Background: an optimization exercise with open tools, aiming at small area, a short achievable clock period and few clock cycles per item. Do not read the settings as production practice.
No functional check of the RTL was part of this run.

==> design/flow/config.mk <==
export PLATFORM = sky130hd
export DESIGN_NAME = fir_top
export DESIGN_NICKNAME = fir_top
export VERILOG_FILES = /design/flow/design.v
export SDC_FILE = /design/flow/constraint.sdc
export NUM_CORES = 4
export LEC_CHECK = 0
export CAP_MARGIN = 20
export CORE_MARGIN = 2
export CORE_UTILIZATION = 40
export SLEW_MARGIN = 20
==> design/flow/constraint.sdc <==
create_clock -name core_clock -period 10.0 [get_ports {clk}]
set_input_delay 2.0000 -clock core_clock [delete_from_list [all_inputs] [get_ports {clk}]]
set_output_delay 2.0000 -clock core_clock [all_outputs]
set_load 0.01 [all_outputs]
==> design/flow/design.v <==
module fir_top (
    input  wire       clk,
    input  wire       resetN,
    input  wire       sampleClk,
    input  wire [7:0] sample,
    output reg  [7:0] sum,
    output reg        dav
);
   reg [7:0] h1, h2, h3, h4, h5, h6, h7, h8;
   reg [19:0] t1;
   reg [3:0] ic;
   wire busy = ~ic[3] | ~ic[2];
   wire en = sampleClk | busy;
   wire [7:0] xin = busy ? 8'd0 : sample;
   wire [8:0] pa = {h1[7], h1} + {h6[7], h6};
   wire [8:0] pb = {h2[7], h2} + {h5[7], h5};
   wire [8:0] pe = {h3[7], h3} + {h4[7], h4};
   wire tt_s0 = 1'b1 ^ ~pb[1] ^ pe[0];
   wire tt_c0 = (1'b1 & ~pb[1]) | (1'b1 & pe[0]) | (~pb[1] & pe[0]);
   wire tt_s1 = ~pa[0] ^ ~pb[2] ^ ~pb[0];
   wire tt_c1 = (~pa[0] & ~pb[2]) | (~pa[0] & ~pb[0]) | (~pb[2] & ~pb[0]);
   wire tt_s2 = pe[1] ^ ~h7[2] ^ tt_c0;
   wire tt_c2 = (pe[1] & ~h7[2]) | (pe[1] & tt_c0) | (~h7[2] & tt_c0);
   wire tt_s3 = ~pa[1] ^ ~pb[3] ^ ~pb[1];
   wire tt_c3 = (~pa[1] & ~pb[3]) | (~pa[1] & ~pb[1]) | (~pb[3] & ~pb[1]);
   wire tt_s4 = pe[2] ^ ~pe[0] ^ ~h7[3];
   wire tt_c4 = (pe[2] & ~pe[0]) | (pe[2] & ~h7[3]) | (~pe[0] & ~h7[3]);
   wire tt_s5 = h7[0] ^ h8[0] ^ tt_c1;
   wire tt_c5 = (h7[0] & h8[0]) | (h7[0] & tt_c1) | (h8[0] & tt_c1);
   wire tt_s6 = tt_s3 ^ tt_s4 ^ tt_c2;
   wire tt_c6 = (tt_s3 & tt_s4) | (tt_s3 & tt_c2) | (tt_s4 & tt_c2);
   wire tt_s7 = 1'b1 ^ ~pa[2] ^ ~pa[0];
   wire tt_c7 = (1'b1 & ~pa[2]) | (1'b1 & ~pa[0]) | (~pa[2] & ~pa[0]);
   wire tt_s8 = ~pb[4] ^ ~pb[2] ^ ~pb[0];
   wire tt_c8 = (~pb[4] & ~pb[2]) | (~pb[4] & ~pb[0]) | (~pb[2] & ~pb[0]);
   wire tt_s9 = pe[3] ^ ~pe[1] ^ ~h7[4];
   wire tt_c9 = (pe[3] & ~pe[1]) | (pe[3] & ~h7[4]) | (~pe[1] & ~h7[4]);
   wire tt_s10 = h7[1] ^ h8[1] ^ tt_c3;
   wire tt_c10 = (h7[1] & h8[1]) | (h7[1] & tt_c3) | (h8[1] & tt_c3);
   wire tt_s11 = tt_c4 ^ tt_s7 ^ tt_s8;
   wire tt_c11 = (tt_c4 & tt_s7) | (tt_c4 & tt_s8) | (tt_s7 & tt_s8);
   wire tt_s12 = tt_s9 ^ tt_c5 ^ tt_s10;
   wire tt_c12 = (tt_s9 & tt_c5) | (tt_s9 & tt_s10) | (tt_c5 & tt_s10);
   wire tt_s13 = tt_s11 ^ tt_c6 ^ tt_s12;
   wire tt_c13 = (tt_s11 & tt_c6) | (tt_s11 & tt_s12) | (tt_c6 & tt_s12);
   wire tt_s14 = ~pa[3] ^ ~pa[1] ^ ~pb[5];
   wire tt_c14 = (~pa[3] & ~pa[1]) | (~pa[3] & ~pb[5]) | (~pa[1] & ~pb[5]);
   wire tt_s15 = ~pb[3] ^ ~pb[1] ^ pe[4];
   wire tt_c15 = (~pb[3] & ~pb[1]) | (~pb[3] & pe[4]) | (~pb[1] & pe[4]);
   wire tt_s16 = ~pe[2] ^ ~h7[5] ^ h7[2];
   wire tt_c16 = (~pe[2] & ~h7[5]) | (~pe[2] & h7[2]) | (~h7[5] & h7[2]);
   wire tt_s17 = ~h7[0] ^ h8[2] ^ tt_c7;
   wire tt_c17 = (~h7[0] & h8[2]) | (~h7[0] & tt_c7) | (h8[2] & tt_c7);
   wire tt_s18 = tt_c8 ^ tt_c9 ^ tt_s14;
   wire tt_c18 = (tt_c8 & tt_c9) | (tt_c8 & tt_s14) | (tt_c9 & tt_s14);
   wire tt_s19 = tt_s15 ^ tt_s16 ^ tt_c10;
   wire tt_c19 = (tt_s15 & tt_s16) | (tt_s15 & tt_c10) | (tt_s16 & tt_c10);
   wire tt_s20 = tt_c11 ^ tt_s17 ^ tt_s18;
   wire tt_c20 = (tt_c11 & tt_s17) | (tt_c11 & tt_s18) | (tt_s17 & tt_s18);
   wire tt_s21 = tt_c12 ^ tt_s19 ^ tt_s20;
   wire tt_c21 = (tt_c12 & tt_s19) | (tt_c12 & tt_s20) | (tt_s19 & tt_s20);
   wire tt_s22 = ~pa[4] ^ ~pa[2] ^ ~pa[0];
   wire tt_c22 = (~pa[4] & ~pa[2]) | (~pa[4] & ~pa[0]) | (~pa[2] & ~pa[0]);
   wire tt_s23 = ~pb[6] ^ ~pb[4] ^ ~pb[2];
   wire tt_c23 = (~pb[6] & ~pb[4]) | (~pb[6] & ~pb[2]) | (~pb[4] & ~pb[2]);
   wire tt_s24 = pe[5] ^ ~pe[3] ^ ~h7[6];
   wire tt_c24 = (pe[5] & ~pe[3]) | (pe[5] & ~h7[6]) | (~pe[3] & ~h7[6]);
   wire tt_s25 = h7[3] ^ ~h7[1] ^ h8[3];
   wire tt_c25 = (h7[3] & ~h7[1]) | (h7[3] & h8[3]) | (~h7[1] & h8[3]);
   wire tt_s26 = tt_c14 ^ tt_c15 ^ tt_c16;
   wire tt_c26 = (tt_c14 & tt_c15) | (tt_c14 & tt_c16) | (tt_c15 & tt_c16);
   wire tt_s27 = tt_s22 ^ tt_s23 ^ tt_s24;
   wire tt_c27 = (tt_s22 & tt_s23) | (tt_s22 & tt_s24) | (tt_s23 & tt_s24);
   wire tt_s28 = tt_s25 ^ tt_c17 ^ tt_c18;
   wire tt_c28 = (tt_s25 & tt_c17) | (tt_s25 & tt_c18) | (tt_c17 & tt_c18);
   wire tt_s29 = tt_s26 ^ tt_s27 ^ tt_c19;
   wire tt_c29 = (tt_s26 & tt_s27) | (tt_s26 & tt_c19) | (tt_s27 & tt_c19);
   wire tt_s30 = tt_c20 ^ tt_s28 ^ tt_s29;
   wire tt_c30 = (tt_c20 & tt_s28) | (tt_c20 & tt_s29) | (tt_s28 & tt_s29);
   wire tt_s31 = 1'b1 ^ ~pa[5] ^ ~pa[3];
   wire tt_c31 = (1'b1 & ~pa[5]) | (1'b1 & ~pa[3]) | (~pa[5] & ~pa[3]);
   wire tt_s32 = ~pa[1] ^ ~pb[7] ^ ~pb[5];
   wire tt_c32 = (~pa[1] & ~pb[7]) | (~pa[1] & ~pb[5]) | (~pb[7] & ~pb[5]);
   wire tt_s33 = ~pb[3] ^ pe[6] ^ ~pe[4];
   wire tt_c33 = (~pb[3] & pe[6]) | (~pb[3] & ~pe[4]) | (pe[6] & ~pe[4]);
   wire tt_s34 = ~pe[0] ^ h7[7] ^ h7[4];
   wire tt_c34 = (~pe[0] & h7[7]) | (~pe[0] & h7[4]) | (h7[7] & h7[4]);
   wire tt_s35 = ~h7[2] ^ h8[4] ^ tt_c22;
   wire tt_c35 = (~h7[2] & h8[4]) | (~h7[2] & tt_c22) | (h8[4] & tt_c22);
   wire tt_s36 = tt_c23 ^ tt_c24 ^ tt_c25;
   wire tt_c36 = (tt_c23 & tt_c24) | (tt_c23 & tt_c25) | (tt_c24 & tt_c25);
   wire tt_s37 = tt_s31 ^ tt_s32 ^ tt_s33;
   wire tt_c37 = (tt_s31 & tt_s32) | (tt_s31 & tt_s33) | (tt_s32 & tt_s33);
   wire tt_s38 = tt_s34 ^ tt_c26 ^ tt_c27;
   wire tt_c38 = (tt_s34 & tt_c26) | (tt_s34 & tt_c27) | (tt_c26 & tt_c27);
   wire tt_s39 = tt_s35 ^ tt_s36 ^ tt_s37;
   wire tt_c39 = (tt_s35 & tt_s36) | (tt_s35 & tt_s37) | (tt_s36 & tt_s37);
   wire tt_s40 = tt_c28 ^ tt_s38 ^ tt_s39;
   wire tt_c40 = (tt_c28 & tt_s38) | (tt_c28 & tt_s39) | (tt_s38 & tt_s39);
   wire tt_s41 = tt_c29 ^ tt_s40 ^ tt_c30;
   wire tt_c41 = (tt_c29 & tt_s40) | (tt_c29 & tt_c30) | (tt_s40 & tt_c30);
   wire tt_s42 = 1'b1 ^ ~pa[6] ^ ~pa[4];
   wire tt_c42 = (1'b1 & ~pa[6]) | (1'b1 & ~pa[4]) | (~pa[6] & ~pa[4]);
   wire tt_s43 = ~pa[2] ^ pb[8] ^ ~pb[6];
   wire tt_c43 = (~pa[2] & pb[8]) | (~pa[2] & ~pb[6]) | (pb[8] & ~pb[6]);
   wire tt_s44 = ~pb[4] ^ pb[0] ^ pe[7];
   wire tt_c44 = (~pb[4] & pb[0]) | (~pb[4] & pe[7]) | (pb[0] & pe[7]);
   wire tt_s45 = ~pe[5] ^ ~pe[1] ^ h7[5];
   wire tt_c45 = (~pe[5] & ~pe[1]) | (~pe[5] & h7[5]) | (~pe[1] & h7[5]);
   wire tt_s46 = ~h7[3] ^ h8[5] ^ tt_c31;
   wire tt_c46 = (~h7[3] & h8[5]) | (~h7[3] & tt_c31) | (h8[5] & tt_c31);
   wire tt_s47 = tt_c32 ^ tt_c33 ^ tt_c34;
   wire tt_c47 = (tt_c32 & tt_c33) | (tt_c32 & tt_c34) | (tt_c33 & tt_c34);
   wire tt_s48 = tt_s42 ^ tt_s43 ^ tt_s44;
   wire tt_c48 = (tt_s42 & tt_s43) | (tt_s42 & tt_s44) | (tt_s43 & tt_s44);
   wire tt_s49 = tt_s45 ^ tt_c35 ^ tt_c36;
   wire tt_c49 = (tt_s45 & tt_c35) | (tt_s45 & tt_c36) | (tt_c35 & tt_c36);
   wire tt_s50 = tt_c37 ^ tt_s46 ^ tt_s47;
   wire tt_c50 = (tt_c37 & tt_s46) | (tt_c37 & tt_s47) | (tt_s46 & tt_s47);
   wire tt_s51 = tt_s48 ^ tt_c38 ^ tt_s49;
   wire tt_c51 = (tt_s48 & tt_c38) | (tt_s48 & tt_s49) | (tt_c38 & tt_s49);
   wire tt_s52 = tt_c39 ^ tt_s50 ^ tt_s51;
   wire tt_c52 = (tt_c39 & tt_s50) | (tt_c39 & tt_s51) | (tt_s50 & tt_s51);
   wire tt_s53 = tt_c40 ^ tt_s52 ^ tt_c41;
   wire tt_c53 = (tt_c40 & tt_s52) | (tt_c40 & tt_c41) | (tt_s52 & tt_c41);
   wire tt_s54 = ~pa[7] ^ ~pa[5] ^ ~pa[3];
   wire tt_c54 = (~pa[7] & ~pa[5]) | (~pa[7] & ~pa[3]) | (~pa[5] & ~pa[3]);
   wire tt_s55 = ~pb[7] ^ ~pb[5] ^ pb[1];
   wire tt_c55 = (~pb[7] & ~pb[5]) | (~pb[7] & pb[1]) | (~pb[5] & pb[1]);
   wire tt_s56 = ~pe[8] ^ ~pe[6] ^ ~pe[2];
   wire tt_c56 = (~pe[8] & ~pe[6]) | (~pe[8] & ~pe[2]) | (~pe[6] & ~pe[2]);
   wire tt_s57 = h7[6] ^ ~h7[4] ^ h8[6];
   wire tt_c57 = (h7[6] & ~h7[4]) | (h7[6] & h8[6]) | (~h7[4] & h8[6]);
   wire tt_s58 = tt_c42 ^ tt_c43 ^ tt_c44;
   wire tt_c58 = (tt_c42 & tt_c43) | (tt_c42 & tt_c44) | (tt_c43 & tt_c44);
   wire tt_s59 = tt_c45 ^ tt_s54 ^ tt_s55;
   wire tt_c59 = (tt_c45 & tt_s54) | (tt_c45 & tt_s55) | (tt_s54 & tt_s55);
   wire tt_s60 = tt_s56 ^ tt_s57 ^ tt_c46;
   wire tt_c60 = (tt_s56 & tt_s57) | (tt_s56 & tt_c46) | (tt_s57 & tt_c46);
   wire tt_s61 = tt_c47 ^ tt_c48 ^ tt_s58;
   wire tt_c61 = (tt_c47 & tt_c48) | (tt_c47 & tt_s58) | (tt_c48 & tt_s58);
   wire tt_s62 = tt_s59 ^ tt_c49 ^ tt_c50;
   wire tt_c62 = (tt_s59 & tt_c49) | (tt_s59 & tt_c50) | (tt_c49 & tt_c50);
   wire tt_s63 = tt_s60 ^ tt_s61 ^ tt_c51;
   wire tt_c63 = (tt_s60 & tt_s61) | (tt_s60 & tt_c51) | (tt_s61 & tt_c51);
   wire tt_s64 = tt_s62 ^ tt_c52 ^ tt_s63;
   wire tt_c64 = (tt_s62 & tt_c52) | (tt_s62 & tt_s63) | (tt_c52 & tt_s63);
   wire tt_s65 = 1'b1 ^ pa[8] ^ ~pa[6];
   wire tt_c65 = (1'b1 & pa[8]) | (1'b1 & ~pa[6]) | (pa[8] & ~pa[6]);
   wire tt_s66 = ~pa[4] ^ pb[8] ^ ~pb[6];
   wire tt_c66 = (~pa[4] & pb[8]) | (~pa[4] & ~pb[6]) | (pb[8] & ~pb[6]);
   wire tt_s67 = pb[2] ^ ~pe[7] ^ ~pe[3];
   wire tt_c67 = (pb[2] & ~pe[7]) | (pb[2] & ~pe[3]) | (~pe[7] & ~pe[3]);
   wire tt_s68 = pe[0] ^ ~h7[7] ^ ~h7[5];
   wire tt_c68 = (pe[0] & ~h7[7]) | (pe[0] & ~h7[5]) | (~h7[7] & ~h7[5]);
   wire tt_s69 = ~h8[7] ^ tt_c54 ^ tt_c55;
   wire tt_c69 = (~h8[7] & tt_c54) | (~h8[7] & tt_c55) | (tt_c54 & tt_c55);
   wire tt_s70 = tt_c56 ^ tt_c57 ^ tt_s65;
   wire tt_c70 = (tt_c56 & tt_c57) | (tt_c56 & tt_s65) | (tt_c57 & tt_s65);
   wire tt_s71 = tt_s66 ^ tt_s67 ^ tt_s68;
   wire tt_c71 = (tt_s66 & tt_s67) | (tt_s66 & tt_s68) | (tt_s67 & tt_s68);
   wire tt_s72 = tt_c58 ^ tt_c59 ^ tt_s69;
   wire tt_c72 = (tt_c58 & tt_c59) | (tt_c58 & tt_s69) | (tt_c59 & tt_s69);
   wire tt_s73 = tt_s70 ^ tt_s71 ^ tt_c60;
   wire tt_c73 = (tt_s70 & tt_s71) | (tt_s70 & tt_c60) | (tt_s71 & tt_c60);
   wire tt_s74 = tt_c61 ^ tt_s72 ^ tt_c62;
   wire tt_c74 = (tt_c61 & tt_s72) | (tt_c61 & tt_c62) | (tt_s72 & tt_c62);
   wire tt_s75 = tt_s73 ^ tt_c63 ^ tt_s74;
   wire tt_c75 = (tt_s73 & tt_c63) | (tt_s73 & tt_s74) | (tt_c63 & tt_s74);
   wire tt_s76 = ~pa[7] ^ ~pa[5] ^ ~pb[7];
   wire tt_c76 = (~pa[7] & ~pa[5]) | (~pa[7] & ~pb[7]) | (~pa[5] & ~pb[7]);
   wire tt_s77 = pb[3] ^ pe[8] ^ ~pe[4];
   wire tt_c77 = (pb[3] & pe[8]) | (pb[3] & ~pe[4]) | (pe[8] & ~pe[4]);
   wire tt_s78 = pe[1] ^ ~h7[6] ^ tt_c65;
   wire tt_c78 = (pe[1] & ~h7[6]) | (pe[1] & tt_c65) | (~h7[6] & tt_c65);
   wire tt_s79 = tt_c66 ^ tt_c67 ^ tt_c68;
   wire tt_c79 = (tt_c66 & tt_c67) | (tt_c66 & tt_c68) | (tt_c67 & tt_c68);
   wire tt_s80 = tt_s76 ^ tt_s77 ^ tt_c69;
   wire tt_c80 = (tt_s76 & tt_s77) | (tt_s76 & tt_c69) | (tt_s77 & tt_c69);
   wire tt_s81 = tt_c70 ^ tt_c71 ^ tt_s78;
   wire tt_c81 = (tt_c70 & tt_c71) | (tt_c70 & tt_s78) | (tt_c71 & tt_s78);
   wire tt_s82 = tt_s79 ^ tt_c72 ^ tt_s80;
   wire tt_c82 = (tt_s79 & tt_c72) | (tt_s79 & tt_s80) | (tt_c72 & tt_s80);
   wire tt_s83 = tt_s81 ^ tt_c73 ^ tt_s82;
   wire tt_c83 = (tt_s81 & tt_c73) | (tt_s81 & tt_s82) | (tt_c73 & tt_s82);
   wire tt_s84 = tt_c74 ^ tt_s83 ^ tt_c75;
   wire tt_c84 = (tt_c74 & tt_s83) | (tt_c74 & tt_c75) | (tt_s83 & tt_c75);
   wire tt_s85 = 1'b1 ^ pa[8] ^ ~pa[6];
   wire tt_c85 = (1'b1 & pa[8]) | (1'b1 & ~pa[6]) | (pa[8] & ~pa[6]);
   wire tt_s86 = pb[8] ^ pb[4] ^ ~pe[5];
   wire tt_c86 = (pb[8] & pb[4]) | (pb[8] & ~pe[5]) | (pb[4] & ~pe[5]);
   wire tt_s87 = pe[2] ^ h7[7] ^ tt_c76;
   wire tt_c87 = (pe[2] & h7[7]) | (pe[2] & tt_c76) | (h7[7] & tt_c76);
   wire tt_s88 = tt_c77 ^ tt_s85 ^ tt_s86;
   wire tt_c88 = (tt_c77 & tt_s85) | (tt_c77 & tt_s86) | (tt_s85 & tt_s86);
   wire tt_s89 = tt_c78 ^ tt_c79 ^ tt_s87;
   wire tt_c89 = (tt_c78 & tt_c79) | (tt_c78 & tt_s87) | (tt_c79 & tt_s87);
   wire tt_s90 = tt_s88 ^ tt_c80 ^ tt_c81;
   wire tt_c90 = (tt_s88 & tt_c80) | (tt_s88 & tt_c81) | (tt_c80 & tt_c81);
   wire tt_s91 = tt_s89 ^ tt_c82 ^ tt_s90;
   wire tt_c91 = (tt_s89 & tt_c82) | (tt_s89 & tt_s90) | (tt_c82 & tt_s90);
   wire tt_s92 = tt_c83 ^ tt_s91 ^ tt_c84;
   wire tt_c92 = (tt_c83 & tt_s91) | (tt_c83 & tt_c84) | (tt_s91 & tt_c84);
   wire tt_s93 = 1'b1 ^ ~pa[7] ^ pb[5];
   wire tt_c93 = (1'b1 & ~pa[7]) | (1'b1 & pb[5]) | (~pa[7] & pb[5]);
   wire tt_s94 = ~pe[6] ^ pe[3] ^ tt_c85;
   wire tt_c94 = (~pe[6] & pe[3]) | (~pe[6] & tt_c85) | (pe[3] & tt_c85);
   wire tt_s95 = tt_c86 ^ tt_s93 ^ tt_c87;
   wire tt_c95 = (tt_c86 & tt_s93) | (tt_c86 & tt_c87) | (tt_s93 & tt_c87);
   wire tt_s96 = tt_c88 ^ tt_s94 ^ tt_c89;
   wire tt_c96 = (tt_c88 & tt_s94) | (tt_c88 & tt_c89) | (tt_s94 & tt_c89);
   wire tt_s97 = tt_s95 ^ tt_c90 ^ tt_s96;
   wire tt_c97 = (tt_s95 & tt_c90) | (tt_s95 & tt_s96) | (tt_c90 & tt_s96);
   wire tt_s98 = tt_c91 ^ tt_s97 ^ tt_c92;
   wire tt_c98 = (tt_c91 & tt_s97) | (tt_c91 & tt_c92) | (tt_s97 & tt_c92);
   wire tt_s99 = 1'b1 ^ pa[8] ^ pb[6];
   wire tt_c99 = (1'b1 & pa[8]) | (1'b1 & pb[6]) | (pa[8] & pb[6]);
   wire tt_s100 = ~pe[7] ^ pe[4] ^ tt_c93;
   wire tt_c100 = (~pe[7] & pe[4]) | (~pe[7] & tt_c93) | (pe[4] & tt_c93);
   wire tt_s101 = tt_s99 ^ tt_c94 ^ tt_s100;
   wire tt_c101 = (tt_s99 & tt_c94) | (tt_s99 & tt_s100) | (tt_c94 & tt_s100);
   wire tt_s102 = tt_c95 ^ tt_s101 ^ tt_c96;
   wire tt_c102 = (tt_c95 & tt_s101) | (tt_c95 & tt_c96) | (tt_s101 & tt_c96);
   wire tt_s103 = tt_c97 ^ tt_s102 ^ tt_c98;
   wire tt_c103 = (tt_c97 & tt_s102) | (tt_c97 & tt_c98) | (tt_s102 & tt_c98);
   wire tt_s104 = 1'b1 ^ pb[7] ^ pe[8];
   wire tt_c104 = (1'b1 & pb[7]) | (1'b1 & pe[8]) | (pb[7] & pe[8]);
   wire tt_s105 = pe[5] ^ tt_c99 ^ tt_s104;
   wire tt_c105 = (pe[5] & tt_c99) | (pe[5] & tt_s104) | (tt_c99 & tt_s104);
   wire tt_s106 = tt_c100 ^ tt_s105 ^ tt_c101;
   wire tt_c106 = (tt_c100 & tt_s105) | (tt_c100 & tt_c101) | (tt_s105 & tt_c101);
   wire tt_s107 = tt_s106 ^ tt_c102 ^ tt_c103;
   wire tt_c107 = (tt_s106 & tt_c102) | (tt_s106 & tt_c103) | (tt_c102 & tt_c103);
   wire tt_s108 = 1'b1 ^ ~pb[8] ^ pe[6];
   wire tt_c108 = (1'b1 & ~pb[8]) | (1'b1 & pe[6]) | (~pb[8] & pe[6]);
   wire tt_s109 = tt_c104 ^ tt_s108 ^ tt_c105;
   wire tt_c109 = (tt_c104 & tt_s108) | (tt_c104 & tt_c105) | (tt_s108 & tt_c105);
   wire tt_s110 = tt_s109 ^ tt_c106 ^ tt_c107;
   wire tt_c110 = (tt_s109 & tt_c106) | (tt_s109 & tt_c107) | (tt_c106 & tt_c107);
   wire tt_s111 = pe[7] ^ tt_c108 ^ tt_c109;
   wire tt_c111 = (pe[7] & tt_c108) | (pe[7] & tt_c109) | (tt_c108 & tt_c109);
   wire [19:0] tt_a = {1'b1, ~pe[8], tt_c110, tt_s110, tt_s107, tt_s103, tt_s98, tt_s92, tt_s84, tt_c64, tt_c53, tt_s53, tt_s41, tt_c21, tt_c13, tt_s13, tt_s5, tt_s1, ~h7[1], ~pb[0]};
   wire [19:0] tt_b = {1'b0, tt_c111, tt_s111, 1'b0, 1'b0, 1'b0, 1'b0, 1'b0, 1'b0, tt_s75, tt_s64, 1'b0, 1'b0, tt_s30, tt_s21, 1'b0, tt_s6, tt_s2, tt_s0, ~h7[0]};
   wire [19:0] t1Next = tt_a + tt_b;
   wire rt_s0 = 1'b1 ^ t1[0] ^ ~h1[0];
   wire rt_c0 = (1'b1 & t1[0]) | (1'b1 & ~h1[0]) | (t1[0] & ~h1[0]);
   wire rt_s1 = t1[1] ^ ~h1[1] ^ rt_c0;
   wire rt_c1 = (t1[1] & ~h1[1]) | (t1[1] & rt_c0) | (~h1[1] & rt_c0);
   wire rt_s2 = t1[2] ^ ~h1[2] ^ rt_c1;
   wire rt_c2 = (t1[2] & ~h1[2]) | (t1[2] & rt_c1) | (~h1[2] & rt_c1);
   wire rt_s3 = t1[3] ^ ~h1[3] ^ h1[0];
   wire rt_c3 = (t1[3] & ~h1[3]) | (t1[3] & h1[0]) | (~h1[3] & h1[0]);
   wire rt_s4 = t1[4] ^ ~h1[4] ^ h1[1];
   wire rt_c4 = (t1[4] & ~h1[4]) | (t1[4] & h1[1]) | (~h1[4] & h1[1]);
   wire rt_s5 = 1'b1 ^ t1[5] ^ ~h1[5];
   wire rt_c5 = (1'b1 & t1[5]) | (1'b1 & ~h1[5]) | (t1[5] & ~h1[5]);
   wire rt_s6 = h1[2] ^ ~h1[0] ^ rt_c4;
   wire rt_c6 = (h1[2] & ~h1[0]) | (h1[2] & rt_c4) | (~h1[0] & rt_c4);
   wire rt_s7 = t1[6] ^ ~h1[6] ^ h1[3];
   wire rt_c7 = (t1[6] & ~h1[6]) | (t1[6] & h1[3]) | (~h1[6] & h1[3]);
   wire rt_s8 = ~h1[1] ^ rt_c5 ^ rt_s7;
   wire rt_c8 = (~h1[1] & rt_c5) | (~h1[1] & rt_s7) | (rt_c5 & rt_s7);
   wire rt_s9 = 1'b1 ^ t1[7] ^ h1[7];
   wire rt_c9 = (1'b1 & t1[7]) | (1'b1 & h1[7]) | (t1[7] & h1[7]);
   wire rt_s10 = h1[4] ^ ~h1[2] ^ rt_c7;
   wire rt_c10 = (h1[4] & ~h1[2]) | (h1[4] & rt_c7) | (~h1[2] & rt_c7);
   wire rt_s11 = rt_s9 ^ rt_c8 ^ rt_s10;
   wire rt_c11 = (rt_s9 & rt_c8) | (rt_s9 & rt_s10) | (rt_c8 & rt_s10);
   wire rt_s12 = 1'b1 ^ t1[8] ^ h1[5];
   wire rt_c12 = (1'b1 & t1[8]) | (1'b1 & h1[5]) | (t1[8] & h1[5]);
   wire rt_s13 = ~h1[3] ^ rt_c9 ^ rt_s12;
   wire rt_c13 = (~h1[3] & rt_c9) | (~h1[3] & rt_s12) | (rt_c9 & rt_s12);
   wire rt_s14 = rt_c10 ^ rt_s13 ^ rt_c11;
   wire rt_c14 = (rt_c10 & rt_s13) | (rt_c10 & rt_c11) | (rt_s13 & rt_c11);
   wire rt_s15 = 1'b1 ^ t1[9] ^ h1[6];
   wire rt_c15 = (1'b1 & t1[9]) | (1'b1 & h1[6]) | (t1[9] & h1[6]);
   wire rt_s16 = ~h1[4] ^ rt_c12 ^ rt_s15;
   wire rt_c16 = (~h1[4] & rt_c12) | (~h1[4] & rt_s15) | (rt_c12 & rt_s15);
   wire rt_s17 = rt_c13 ^ rt_s16 ^ rt_c14;
   wire rt_c17 = (rt_c13 & rt_s16) | (rt_c13 & rt_c14) | (rt_s16 & rt_c14);
   wire rt_s18 = t1[10] ^ ~h1[7] ^ ~h1[5];
   wire rt_c18 = (t1[10] & ~h1[7]) | (t1[10] & ~h1[5]) | (~h1[7] & ~h1[5]);
   wire rt_s19 = rt_c15 ^ rt_s18 ^ rt_c16;
   wire rt_c19 = (rt_c15 & rt_s18) | (rt_c15 & rt_c16) | (rt_s18 & rt_c16);
   wire rt_s20 = 1'b1 ^ t1[11] ^ ~h1[6];
   wire rt_c20 = (1'b1 & t1[11]) | (1'b1 & ~h1[6]) | (t1[11] & ~h1[6]);
   wire rt_s21 = rt_c18 ^ rt_s20 ^ rt_c19;
   wire rt_c21 = (rt_c18 & rt_s20) | (rt_c18 & rt_c19) | (rt_s20 & rt_c19);
   wire rt_s22 = t1[12] ^ h1[7] ^ rt_c20;
   wire rt_c22 = (t1[12] & h1[7]) | (t1[12] & rt_c20) | (h1[7] & rt_c20);
   wire rt_s23 = 1'b1 ^ t1[13] ^ rt_c22;
   wire rt_c23 = (1'b1 & t1[13]) | (1'b1 & rt_c22) | (t1[13] & rt_c22);
   wire rt_s24 = 1'b1 ^ t1[14] ^ rt_c23;
   wire rt_c24 = (1'b1 & t1[14]) | (1'b1 & rt_c23) | (t1[14] & rt_c23);
   wire rt_s25 = 1'b1 ^ t1[15] ^ rt_c24;
   wire rt_c25 = (1'b1 & t1[15]) | (1'b1 & rt_c24) | (t1[15] & rt_c24);
   wire rt_s26 = 1'b1 ^ t1[16] ^ rt_c25;
   wire rt_c26 = (1'b1 & t1[16]) | (1'b1 & rt_c25) | (t1[16] & rt_c25);
   wire rt_s27 = 1'b1 ^ t1[17] ^ rt_c26;
   wire rt_c27 = (1'b1 & t1[17]) | (1'b1 & rt_c26) | (t1[17] & rt_c26);
   wire rt_s28 = 1'b1 ^ t1[18] ^ rt_c27;
   wire rt_c28 = (1'b1 & t1[18]) | (1'b1 & rt_c27) | (t1[18] & rt_c27);
   wire [19:0] rt_a = {~t1[19], rt_s28, rt_s27, rt_s26, rt_s25, rt_s24, rt_s23, rt_c21, rt_s21, rt_c17, rt_s17, rt_s14, rt_s11, rt_c6, rt_s5, rt_c3, rt_c2, rt_s2, rt_s1, rt_s0};
   wire [19:0] rt_b = {rt_c28, 1'b0, 1'b0, 1'b0, 1'b0, 1'b0, 1'b0, rt_s22, 1'b0, rt_s19, 1'b0, 1'b0, 1'b0, rt_s8, rt_s6, rt_s4, rt_s3, 1'b0, 1'b0, 1'b0};
   wire [19:0] r = rt_a + rt_b;
   wire [8:0] lo = {1'b0, r[10:3]} + {1'b0, sample};
   wire [8:0] hi = r[19:11];
   wire [8:0] hiM = hi - 9'd1;
   wire [8:0] hiP = hi + 9'd1;
   wire up = lo[8] & ~sample[7];
   wire dn = ~lo[8] & sample[7];
   wire [8:0] ah = up ? hiP : dn ? hiM : hi;
   wire a7 = lo[7];
   reg [7:0] sumNext;
   always @* begin
      sumNext = ah[7:0] + a7;
      if (!ah[8] && ah[7]) sumNext = 8'h7f;
      if (ah[8] && !ah[7]) sumNext = 8'h80;
   end
   always @(posedge clk, negedge resetN)
     if (!resetN) begin
        ic <= 4'd0;
        dav <= 1'b0;
     end else begin
        if (busy) ic <= ic + 4'd1;
        dav <= sampleClk & ~busy;
     end
   always @(posedge clk) begin
      sum <= sumNext;
      if (en) begin
         t1 <= t1Next;
         h1 <= xin; h2 <= h1; h3 <= h2; h4 <= h3;
         h5 <= h4; h6 <= h5; h7 <= h6; h8 <= h7;
      end
   end
endmodule
==> design/flow/run.sh <==
#!/bin/bash
# synth_recipe.tcl (not shown) runs the flow's synth.tcl, then flattens the netlist and writes it again
# the make line also repeats each setting of config.mk as NAME=value (left out here)
make -C /OpenROAD-flow-scripts/flow DESIGN_CONFIG=/design/flow/config.mk WORK_HOME=/design/flow/orfs CLKGATE_MAP_FILE= SYNTH_SCRIPT=/design/flow/synth_recipe.tcl finish
==> run notes <==
## kinds of logic (layout without fill, tap and decap cells)
kind of cell | Yosys count | after routing | synth area share
adders and majority gates | 204 | 204 | 0.378
buffers and inverters | 211 | 242 | 0.0877
xor gates and xnor gates | 60 | 60 | 0.0604
and+or+nand+nor | 125 | 125 | 0.0810
AOI/OAI and AO/OA | 95 | 95 | 0.0780
DFF | 97 | 97 | 0.307
muxes | 7 | 7 | 0.00795
## worst max-delay path, delay by kind of cell (launching register included)
family,cells,cell delay (ns)
AO/OA/AOI/OAI,5,1.15
XOR/XNOR,1,0.09
adder cells (fa/ha/maj),12,5.03
buffers and inverters,5,0.44
flip-flops,1,0.42
AND/OR/NAND/NOR,5,0.53
## registers in the layout (all words and copies together), names as in the netlist, 4 cells and up
register and flops:
h5 8, h2 8, ic 4, h1 8
h7 8, h8 8, t1 20, sum 8
h3 8, h4 8, h6 8
## routing by layer
metal  routed length [um]  share of wire  GRT usage  vias up
met5                    0              0          0        -
met4                  456          0.026     0.0547        0
met3                  439          0.025     0.0279       29
met2                 8360           0.48      0.271       62
met1                 8030           0.46      0.199     2590
li1                     -              -          -     2633
## layout by cell type, fill, tap and decap left out, types with 10 or more instances in the layout
master | synthesis | final
sky130_fd_sc_hd__inv_1 | 206 | 206
sky130_fd_sc_hd__fa_1 | 122 | 122
sky130_fd_sc_hd__edfxtp_1 | 84 | 84
sky130_fd_sc_hd__ha_1 | 73 | 73
sky130_fd_sc_hd__xnor2_1 | 42 | 42
sky130_fd_sc_hd__a21oi_1 | 30 | 30
sky130_fd_sc_hd__nor2_1 | 25 | 25
sky130_fd_sc_hd__clkdlybuf4s50_1 | 0 | 19
sky130_fd_sc_hd__nand2_1 | 18 | 18
sky130_fd_sc_hd__and3_1 | 17 | 17
sky130_fd_sc_hd__xor2_1 | 16 | 16
sky130_fd_sc_hd__a21o_1 | 10 | 10
sky130_fd_sc_hd__nand3_1 | 10 | 10
## cell type report
cell class	instances	area, um2	area share
multi-input combinational	491	5530	0.555
sequential	97	2810	0.282
inverter	206	773	0.0776
tap	285	357	0.0358
clock buffer	9	225	0.0226
timing repair buffer	20	198	0.0198
clock inverter	7	76.3	0.00766
## worst min path at each step
stage / start / cells after the start / slack (ns) / to
after floorplan: h7[0]$_DFFE_PP_ / 0 / 0.43 / h8[0]$_DFFE_PP_
after global routing: h6[5]$_DFFE_PP_ / 0 / 0.47 / h7[5]$_DFFE_PP_
after detailed placement: h4[4]$_DFFE_PP_ / 0 / 0.44 / h5[4]$_DFFE_PP_
final: h4[5]$_DFFE_PP_ / 0 / 0.46 / h5[5]$_DFFE_PP_
after CTS: h4[5]$_DFFE_PP_ / 0 / 0.46 / h5[5]$_DFFE_PP_
after global placement: h4[2]$_DFFE_PP_ / 0 / 0.43 / h5[2]$_DFFE_PP_
## per-stage QoR
step | hold WS (ns) | setup slack [ns]
finish | 0.455 | 2.05
global route | 0.470 | 1.48
CTS | 0.458 | 2.02
detailed placement | 0.439 | 2.07
global placement | 0.433 | 2.11
floorplan | 0.426 | 2.55
==> key figures <==
Status
  – Status: no timing/DRC/antenna violations

Setup path
  – Arrival @ worst endpoint: 8.06 ns
  – Setup crit end kind: register
  – Worst r2r dst: t1[18]$_DFFE_PP_
  – Endpoint of the worst setup timing path: t1[18]$_DFFE_PP_
  – Element type at the critical path start: register
  – Worst endpoint required time: 10.11 ns
  – Cell with the most instances on the worst path: sky130_fd_sc_hd__fa_1
  – Largest incremental delay on the critical path: 0.55 ns
  – Kind of critical path: register to register
  – Source of the worst register-to-register timing path: h2[0]$_DFFE_PP_
  – Max FO, Critical Path: 3
  – Cell at the slowest stage of the critical path: sky130_fd_sc_hd__fa_1
  – Worst setup path startpoint: h2[0]$_DFFE_PP_
  – Number of cells on the worst reg-to-reg path: 28
  – Register-to-register setup slack: 2.05 ns

Timing
  – Final setup skew: 0.0112 ns
  – Final-report setup violation count: 0
  – Slew at the pin closest to its max-slew limit: 0.791 ns
  – Setup repair after global routing missed its margin: false
  – Fmax: 126 MHz
  – Period utilization: 0.795
  – Setup TNS: 0 ns
  – Worst slew slack as a fraction of its limit: 0.469
  – Time the worst path needs with I/O delays and setup: 7.95 ns
  – Count of pins over their slew limit: 0
  – Hold violation count in the final report: 0

Hold path
  – Worst min-delay path category: register to register

Global routing
  – Initial antenna violation count: 0
  – Leftover overflow at the end of global routing: 0
  – Maximum number of pins on one net before global-route repair: 59
  – First-pass GRT wire length: 29.1 mm
  – Number of global-route vias before repair: 5844
  – All-Layer GR Usage: 0.157

Synthesis
  – Cell with the most instances after synthesis: sky130_fd_sc_hd__inv_1
  – Post-synthesis sequential area ratio: 0.307
  – Ys flop type: sky130_fd_sc_hd__edfxtp_1
  – Async SR Flop Fraction: 0.0515
  – Number of standard cells after synthesis: 799
  – Synth warn: 1
  – Nets in the synthesized netlist: 1005
  – Post-Syn Area per Cell: 11.4 um2
  – Post-synth top cells: sky130_fd_sc_hd__inv_1 (206), sky130_fd_sc_hd__fa_1 (122), sky130_fd_sc_hd__edfxtp_1 (84)
  – Area share of the largest cell type after synthesis: 0.276
  – Number of register bits inferred by synthesis: 97
  – Number of flops mapped to enable cells by yosys: 84
  – Netlist cell types: 71
  – Synth Cell Area: 9130 um2
  – Cells taking the most area after synthesis: sky130_fd_sc_hd__edfxtp_1 (28%), sky130_fd_sc_hd__fa_1 (27%), sky130_fd_sc_hd__ha_1 (10%), sky130_fd_sc_hd__inv_1 (8.5%), sky130_fd_sc_hd__xnor2_1 (4.0%)
  – Top cell type by total area after synthesis: sky130_fd_sc_hd__edfxtp_1

Finish
  – End-of-flow core utilization: 0.443
  – Layout-stage area growth over the synthesis result: 9.10%
  – Share of cells above drive strength 1: 0.0518
  – Non-filler cells in the finished layout: 1115
  – # diodes: 0
  – Final instance area: 9960 um2
  – Final net count: 1031
  – Filler instances: 2095

Clock network
  – Postcts setup bufs: 0
  – H-tree levels: 3
  – Sinks on Clock Net: 97
  – CTS Buf Count: 9
  – Clock tree from TritonCTS: yes
  – Hold buffer count at CTS: 0
  – Number of gates resized after CTS: 0
  – Clock root buffer master: sky130_fd_sc_hd__clkbuf_16
  – Maximum buffer depth of the clock tree: 2
  – Clock insertion delay at the later pin of the skew report: 0.36 ns
  – Clock transition at path regs: 0.08 ns

Placement
  – Placed standard-cell area: 9660 um2
  – Port Buf Inserts: 19
  – Detailed placer's ending HPWL: 14.3 mm
  – Routability-driven placement congestion ratio: 0.915
  – Cell Count Post-Placement: 1099

Floorplan
  – Count of standard-cell rows: 55
  – Starting Density: 0.406
  – Core region area: 22500 um2
  – Die width: 155 um
  – Height of the die: 155 um
  – DIE AREA: 24100 um2
  – Number of I/O pins: 20

Detailed routing
  – Wirelength per Cell: 15.5 um
  – First-iteration detailed-routing DRC count: 192
  – Drt via density: 4.77
  – DR DRC count: 0
  – Total routed wirelength: 17.3 mm
  – ANT nets after route: 0
  – Number of vias in the routed layout: 5314
  – Pre-Repair DR Iteration Count: 4

Job
  – Max capacitance violation total: 0

[static timing again, ports no longer ideal]
The flow's constraints put no driver on any port. The routed layout listed below was extracted and timed again, unchanged, in two steps.
Step 1, drivers: a clkbuf_16 drives clk and a buf_2 each remaining input, both assumed.
Step 2 also shifts input and output timing later by t, the mid clock arrival at the registers, as if the neighbouring blocks saw the same clock.
Three values: ideal ports, drivers, drivers and shift; two values: the first two.
t, ns: 0.402
setup slack, ns: 2.050 / 2.050 / 2.050
worst setup path at the end: register to register
worst register clock-pin slew, ns: 0.08 / 0.08
After both steps setup and hold are still met in this run. For this run, drivers alone change the setup slack by 0.000 ns; drivers and shift together by 0.000 ns.
